Background: an optimization exercise with open tools, aiming at small area, a short achievable clock period and few clock cycles. Do not read the settings as production practice.
RTL that was checked went through simulation tests only; none was proved equivalent to the original.
Power and IR drop assume default switching activity.

==> inputs of v30 <==
==> flow/design.v <==
module demosaic(clk, reset, in_en, data_in, wr_r, addr_r, wdata_r, rdata_r, wr_g, addr_g, wdata_g, rdata_g, wr_b, addr_b, wdata_b, rdata_b, done);
input clk;
input reset;
input in_en;
input [7:0] data_in;
output reg wr_r;
output reg [13:0] addr_r;
output reg [7:0] wdata_r;
input [7:0] rdata_r;
output reg wr_g;
output reg [13:0] addr_g;
output reg [7:0] wdata_g;
input [7:0] rdata_g;
output reg wr_b;
output reg [13:0] addr_b;
output reg [7:0] wdata_b;
input [7:0] rdata_b;
output reg done;
reg        in_en_q;
reg [7:0]  din_q;
reg [13:0] lcnt;       
reg        ld_done;    
always @(posedge clk) din_q <= data_in;
always @(posedge clk or posedge reset) begin
    if (reset) begin
        in_en_q <= 1'b0;
        lcnt    <= 14'd0;
        ld_done <= 1'b0;
    end else begin
        in_en_q <= in_en;
        if (in_en_q) begin
            lcnt <= lcnt + 14'd1;
            if (&lcnt) ld_done <= 1'b1;
        end
    end
end
wire busy_g = in_en_q & ~(lcnt[7] ^ lcnt[0]);
wire busy_r = in_en_q & ~lcnt[7] &  lcnt[0];
wire busy_b = in_en_q &  lcnt[7] & ~lcnt[0];
reg  [5:0] g_yh;
reg  [6:0] g_x;        
reg  [6:0] g_s;        
reg        g_wait, g_fin;
reg  [1:0] g_roff;     
reg  [7:0] g_c0, g_c1, g_c2, g_c3;        
reg  [7:0] g_m10, g_m11, g_m12, g_m13;    
reg  [7:0] g_m20, g_m21, g_m22;           
reg  [8:0] g_s1, g_s2;
reg        g_ge;       
reg        g_rv;
reg  [1:0] g_ri;
wire g_go  = ~g_fin & ~g_wait & ~busy_g;
wire g_rd  = |g_s[3:0];
wire g_g6  = g_go & g_s[6];
wire g_rot = g_go & (g_s[3] | g_s[4] | g_s[5]);
wire g_wv  = g_go & ~g_rd & (g_x[6:1] != 6'd0);
wire ge    = ~g_x[0];
wire [6:0] g_xm = g_x - 7'd1;
wire [5:0] g_rrow = g_yh + {4'd0, g_roff};
wire [13:0] g_addr = {g_rrow, g_x[0], (g_rd ? g_x : g_xm)};
wire [9:0] g_sum = g_s1 + g_s2;
wire cap0 = g_rv & (g_ri == 2'd0);
wire cap1 = g_rv & (g_ri == 2'd1);
wire cap2 = g_rv & (g_ri == 2'd2);
wire cap3 = g_rv & (g_ri == 2'd3);
always @(posedge clk) begin
    g_ri <= {g_s[2] | g_s[3], g_s[1] | g_s[3]};
    if (g_rot)      g_c0 <= g_c1;
    else if (cap0)  g_c0 <= rdata_g;
    if (g_rot)      g_c1 <= cap2 ? rdata_g : g_c2;
    else if (cap1)  g_c1 <= rdata_g;
    if (g_rot)      g_c2 <= g_c0;
    else if (cap2)  g_c2 <= rdata_g;
    if (cap3)       g_c3 <= rdata_g;
    if (g_g6) begin
        g_m10 <= g_c0;  g_m11 <= g_c1;  g_m12 <= g_c2;  g_m13 <= g_c3;
        g_m20 <= g_m11; g_m21 <= g_m12; g_m22 <= g_m13;
    end else if (g_rot) begin
        g_m10 <= g_m11; g_m11 <= g_m12; g_m12 <= g_m13; g_m13 <= g_m10;
        g_m20 <= g_m21; g_m21 <= g_m22; g_m22 <= g_m20;
    end
    if (g_rot) begin
        g_s1 <= g_c0 + g_m20;
        g_s2 <= g_m10 + (g_ge ? g_m11 : g_m13);
    end
end
always @(posedge clk or posedge reset) begin
    if (reset) begin
        g_yh   <= 6'd0;
        g_x    <= 7'd0;
        g_s    <= 7'd1;
        g_wait <= 1'b1;
        g_fin  <= 1'b0;
        g_rv   <= 1'b0;
        g_roff <= 2'd1;          
        g_ge   <= 1'b1;
    end else begin
        g_rv <= g_go & g_rd;
        if (g_wait & (ld_done | (lcnt[13:7] >= {g_yh, 1'b1} + 7'd6)))    
            g_wait <= 1'b0;
        if (g_go) begin
            g_s <= {g_s[5:0], g_s[6]};
            if (g_s[6])
                g_roff <= {1'b0, g_x[0]};            
            else
                g_roff <= {g_s[1] | g_s[2] | g_s[5], g_s[0] | g_s[2] | g_s[4]}
                          + {1'b0, ge};
            if (g_s[6]) begin
                g_x  <= g_x + 7'd1;
                g_ge <= g_x[0];
                if (&g_x) begin
                    g_yh   <= g_yh + 6'd3;
                    g_wait <= 1'b1;
                    if (g_yh == 6'd60) g_fin <= 1'b1;
                end
            end
        end
    end
end
wire        r_wv, b_wv, r_fin, b_fin;
wire [13:0] r_addr, b_addr;
wire [7:0]  r_wdata, b_wdata;
demosaic_rb #(.P(1'b1)) u_r (
    .clk(clk), .reset(reset), .busy(busy_r), .ld_done(ld_done), .lrow(lcnt[13:7]),
    .rdata(rdata_r), .wv(r_wv), .addr(r_addr), .wdata(r_wdata), .fin(r_fin));
demosaic_rb #(.P(1'b0)) u_b (
    .clk(clk), .reset(reset), .busy(busy_b), .ld_done(ld_done), .lrow(lcnt[13:7]),
    .rdata(rdata_b), .wv(b_wv), .addr(b_addr), .wdata(b_wdata), .fin(b_fin));
always @(posedge clk) begin
    addr_g  <= busy_g ? lcnt  : g_addr;
    wdata_g <= busy_g ? din_q : g_sum[9:2];
    addr_r  <= busy_r ? lcnt  : r_addr;
    wdata_r <= busy_r ? din_q : r_wdata;
    addr_b  <= busy_b ? lcnt  : b_addr;
    wdata_b <= busy_b ? din_q : b_wdata;
end
always @(posedge clk or posedge reset) begin
    if (reset) begin
        wr_g <= 1'b0;
        wr_r <= 1'b0;
        wr_b <= 1'b0;
        done <= 1'b0;
    end else begin
        wr_g <= busy_g | g_wv;
        wr_r <= busy_r | r_wv;
        wr_b <= busy_b | b_wv;
        done <= ld_done & g_fin & r_fin & b_fin;
    end
end
endmodule
module demosaic_rb #(parameter P = 1'b1) (
    input             clk,
    input             reset,
    input             busy,
    input             ld_done,
    input      [6:0]  lrow,
    input      [7:0]  rdata,
    output            wv,
    output     [13:0] addr,
    output     [7:0]  wdata,
    output reg        fin
);
reg [5:0] ti;
reg [5:0] xi;
wire [5:0] ti1 = ti + 6'd1;
wire [5:0] xp  = xi - 6'd1;
reg       x64;         
reg [4:0] s;           
reg       wt;
reg [7:0] a, b, hp;
reg [8:0] vc, vp;
reg       rv, ri;
wire go = ~fin & ~wt & ~busy;
wire [7:0] hs = P ? b : a;
wire [6:0] row_m1 = P ? {ti, 1'b0}  : {ti, 1'b1};
wire [6:0] row_t  = P ? {ti, 1'b1}  : {ti1, 1'b0};
wire [6:0] row_p1 = P ? {ti1, 1'b0} : {ti1, 1'b1};
wire [6:0] row_h  = P ? row_p1 : row_m1;
wire [6:0] col_x  = {xi, P};
wire [6:0] col_x1 = P ? {xi, 1'b0} : {xp, 1'b1};
wire [6:0] col_x2 = P ? {xp, 1'b1} : {xp, 1'b0};
wire xi_lo = (xi == 6'd0) & ~x64;
wire hd_ok = ~xi_lo & ~x64;                                    
wire v_ok  = P ? hd_ok : (x64 | (xi[5:1] != 5'd0));           
reg [6:0] arow, acol;
reg       wok;
reg [7:0] wd;
wire [8:0] hsum = hp + hs;
wire [9:0] dsum = vp + vc;
always @(*) begin
    arow = ({7{s[0]}} & row_m1) | ({7{s[1]}} & row_p1) | ({7{s[2] | s[4]}} & row_t) | ({7{s[3]}} & row_h);
    acol = ({7{s[0] | s[1]}} & col_x) | ({7{s[2]}} & col_x2) | ({7{s[3] | s[4]}} & col_x1);
    wok  = (s[2] & v_ok) | ((s[3] | s[4]) & hd_ok);
    wd   = ({8{s[2]}} & vp[8:1]) | ({8{s[3]}} & hsum[8:1]) | ({8{s[4]}} & dsum[9:2]);
end
assign addr  = {arow, acol};
assign wdata = wd;
assign wv    = go & wok;
always @(posedge clk) begin
    ri <= s[1];
    if (rv) begin
        if (ri) b <= rdata;
        else    a <= rdata;
    end
    if (go & s[3]) vc <= a + b;
    if (go & s[4]) begin
        vp <= vc;
        hp <= hs;
    end
end
always @(posedge clk or posedge reset) begin
    if (reset) begin
        ti  <= 6'd0;
        xi  <= 6'd0;
        x64 <= 1'b0;
        s   <= 5'd1;
        wt  <= 1'b1;
        fin <= 1'b0;
        rv  <= 1'b0;
    end else begin
        rv <= go & (s[0] | s[1]);
        if (wt & (ld_done | ({1'b0, lrow[6:1]} >= {1'b0, ti} + 7'd2)))
            wt <= 1'b0;
        if (go) begin
            s <= {s[3:0], s[4]};
            if (s[4]) begin
                if (x64) begin
                    xi  <= 6'd0;
                    x64 <= 1'b0;
                    ti  <= ti1;
                    wt  <= 1'b1;
                    if (ti == 6'd62) fin <= 1'b1;
                end else begin
                    xi  <= xi + 6'd1;
                    x64 <= &xi;
                end
            end
        end
    end
end
endmodule
==> flow/run.sh <==
#!/bin/bash
# synth_recipe.tcl (not shown) runs the flow's synth.tcl, then flattens the netlist and writes it again
# the make line also repeats each setting of config.mk as NAME=value (left out here)
make -C /OpenROAD-flow-scripts/flow DESIGN_CONFIG=/design/flow/config.mk WORK_HOME=/design/flow/orfs CLKGATE_MAP_FILE= SYNTH_SCRIPT=/design/flow/synth_recipe.tcl finish
==> flow/config.mk <==
export PLATFORM = sky130hd
export DESIGN_NAME = demosaic
export DESIGN_NICKNAME = demosaic
export VERILOG_FILES = /design/flow/design.v
export SDC_FILE = /design/flow/constraint.sdc
export NUM_CORES = 4
export LEC_CHECK = 0
export CAP_MARGIN = 20
export CORE_MARGIN = 2
export CORE_UTILIZATION = 40
export SETUP_SLACK_MARGIN = 3.0
export SLEW_MARGIN = 20
==> flow/constraint.sdc <==
create_clock -name core_clock -period 5.0 [get_ports {clk}]
set_input_delay 1.0000 -clock core_clock [delete_from_list [all_inputs] [get_ports {clk}]]
set_output_delay 1.0000 -clock core_clock [all_outputs]
set_load 0.01 [all_outputs]
==> v16: changes against v30 <==
--- a/flow/design.v
+++ b/flow/design.v
@@ -18,3 +18,2 @@
 output reg done;
-reg        in_en_q;
 reg [7:0]  din_q;
@@ -22,2 +21,6 @@
 reg        ld_done;    
+reg        busy_g, busy_r, busy_b;    
+wire       in_en_q = busy_g | busy_r | busy_b;
+wire       ln0 = lcnt[0] ^ in_en_q;
+wire       ln7 = lcnt[7] ^ (in_en_q & (&lcnt[6:0]));
 always @(posedge clk) din_q <= data_in;
@@ -25,3 +28,5 @@
     if (reset) begin
-        in_en_q <= 1'b0;
+        busy_g  <= 1'b0;
+        busy_r  <= 1'b0;
+        busy_b  <= 1'b0;
         lcnt    <= 14'd0;
@@ -29,3 +34,5 @@
     end else begin
-        in_en_q <= in_en;
+        busy_g <= in_en & ~(ln7 ^ ln0);
+        busy_r <= in_en & ~ln7 &  ln0;
+        busy_b <= in_en &  ln7 & ~ln0;
         if (in_en_q) begin
@@ -36,5 +43,2 @@
 end
-wire busy_g = in_en_q & ~(lcnt[7] ^ lcnt[0]);
-wire busy_r = in_en_q & ~lcnt[7] &  lcnt[0];
-wire busy_b = in_en_q &  lcnt[7] & ~lcnt[0];
 reg  [5:0] g_yh;
@@ -48,2 +52,3 @@
 reg  [8:0] g_s1, g_s2;
+reg  [7:0] g_m1x;      
 reg        g_ge;       
@@ -74,2 +79,5 @@
     if (cap3)       g_c3 <= rdata_g;
+    if (g_g6) g_ge <= g_x[0];
+    if (g_g6)        g_m1x <= g_x[0] ? g_c1 : g_c3;     
+    else if (g_rot)  g_m1x <= g_ge ? g_m12 : g_m10;     
     if (g_g6) begin
@@ -83,3 +91,3 @@
         g_s1 <= g_c0 + g_m20;
-        g_s2 <= g_m10 + (g_ge ? g_m11 : g_m13);
+        g_s2 <= g_m10 + g_m1x;
     end
@@ -95,3 +103,2 @@
         g_roff <= 2'd1;          
-        g_ge   <= 1'b1;
     end else begin
@@ -109,3 +116,2 @@
                 g_x  <= g_x + 7'd1;
-                g_ge <= g_x[0];
                 if (&g_x) begin
==> flow/flow/run.sh (new file) <==
#!/bin/bash
# Standard layout, with the port buffers made of sky130_fd_sc_hd__buf_2 cells
# instead of the delay cells buffer_ports picks by itself.
set -euo pipefail
export BUFFER_PORTS_ARGS="-buffer_cell sky130_fd_sc_hd__buf_2"
bash standard.sh > standard.log 2>&1
==> flow/standard.sh (new file) <==
#!/bin/bash
# synth_recipe.tcl (not shown) runs the flow's synth.tcl, then flattens the netlist and writes it again
# the make line also repeats each setting of config.mk as NAME=value (left out here)
make -C /OpenROAD-flow-scripts/flow DESIGN_CONFIG=/design/flow/config.mk WORK_HOME=/design/flow/orfs CLKGATE_MAP_FILE= SYNTH_SCRIPT=/design/flow/synth_recipe.tcl "${@:-finish}"
--- a/flow/config.mk
+++ b/flow/config.mk
@@ -12 +12,2 @@
 export SLEW_MARGIN = 20
+export TNS_END_PERCENT = 10
removed: flow/run.sh
==> summary.txt <==
outcome=timing/DRC/antenna clean; post-synth cell types=75; Multi-input gate area=0.00799 mm2; Met1 Routed Length=18.7 mm; Power Sequential=3400 uW; core area=0.0439 mm2; Final Critical Period=2120 ps; Nets=1918; clock-cell share of area=0.0635; mean cell area of the mapped netlist=10.8 um2; comb_multi_in=1155; cell area after synthesis=0.0177 mm2; WHS=460 ps; metal3 WL=1.88 mm; register share of total power=0.489; share of post-route cells with drive strength above 1=0.190; slowest CP cell=dfrtp_1; via count=12400; Logic pwr share=0.083
# the run above: v16

==> summary.txt <==
outcome=timing/DRC/antenna clean; most crowded layer after global routing=met2; cell area after synthesis=0.0171 mm2; Met1 Routed Length=19.4 mm; register share of total power=0.462; via count=12400; Synth-to-Final Area Change=27.0%; WHS=464 ps; post-synth cell types=72; Power Sequential=3330 uW; Nets=1916; metal3 WL=2.30 mm; comb_multi_in=1120; Multi-input gate area=0.00799 mm2; clock-cell share of area=0.0691; Final Critical Period=2400 ps; share of post-route cells with drive strength above 1=0.246
# the run above: v30

Testbench counts of v16, summed over its fixed seeds: cycles 329,652.
For v30, only the layout was checked, not whether the RTL still works.

[re-timing with driven ports]
How much do the figures lean on ideal ports? The routed layouts below were timed once more, with nothing changed but the port constraints. Step 1, drivers: a clkbuf_16 drives clk and a buf_2 each remaining input, both assumed. Step 2, shift: input delay + t, output delay - t, t = (earliest + latest rising clock arrival at the registers) / 2. This alone moves slack from input paths to output paths. Three values: ideal, step 1, step 2; two values: the first two.
| run | t (ns) | setup WS [ns] | latest minus earliest clock arrival (ns) | worst register clock-pin slew, ns | worst data-port slew with drivers (ns) |
|---|---|---|---|---|---|
| v30 | 0.611 | 2.605 / 2.605 / 2.605 | 0.034 / 0.033 | 0.06 / 0.06 | 0.05 |
| v16 | 0.614 | 2.882 / 2.829 / 2.639 | 0.021 / 0.022 | 0.06 / 0.06 | 0.05 |
After both steps every run listed still meets setup and hold. The setup slack of v16, which loses most, moves by -0.053 ns with the drivers and by -0.243 ns with both steps. Setup slack includes reset recovery checks.
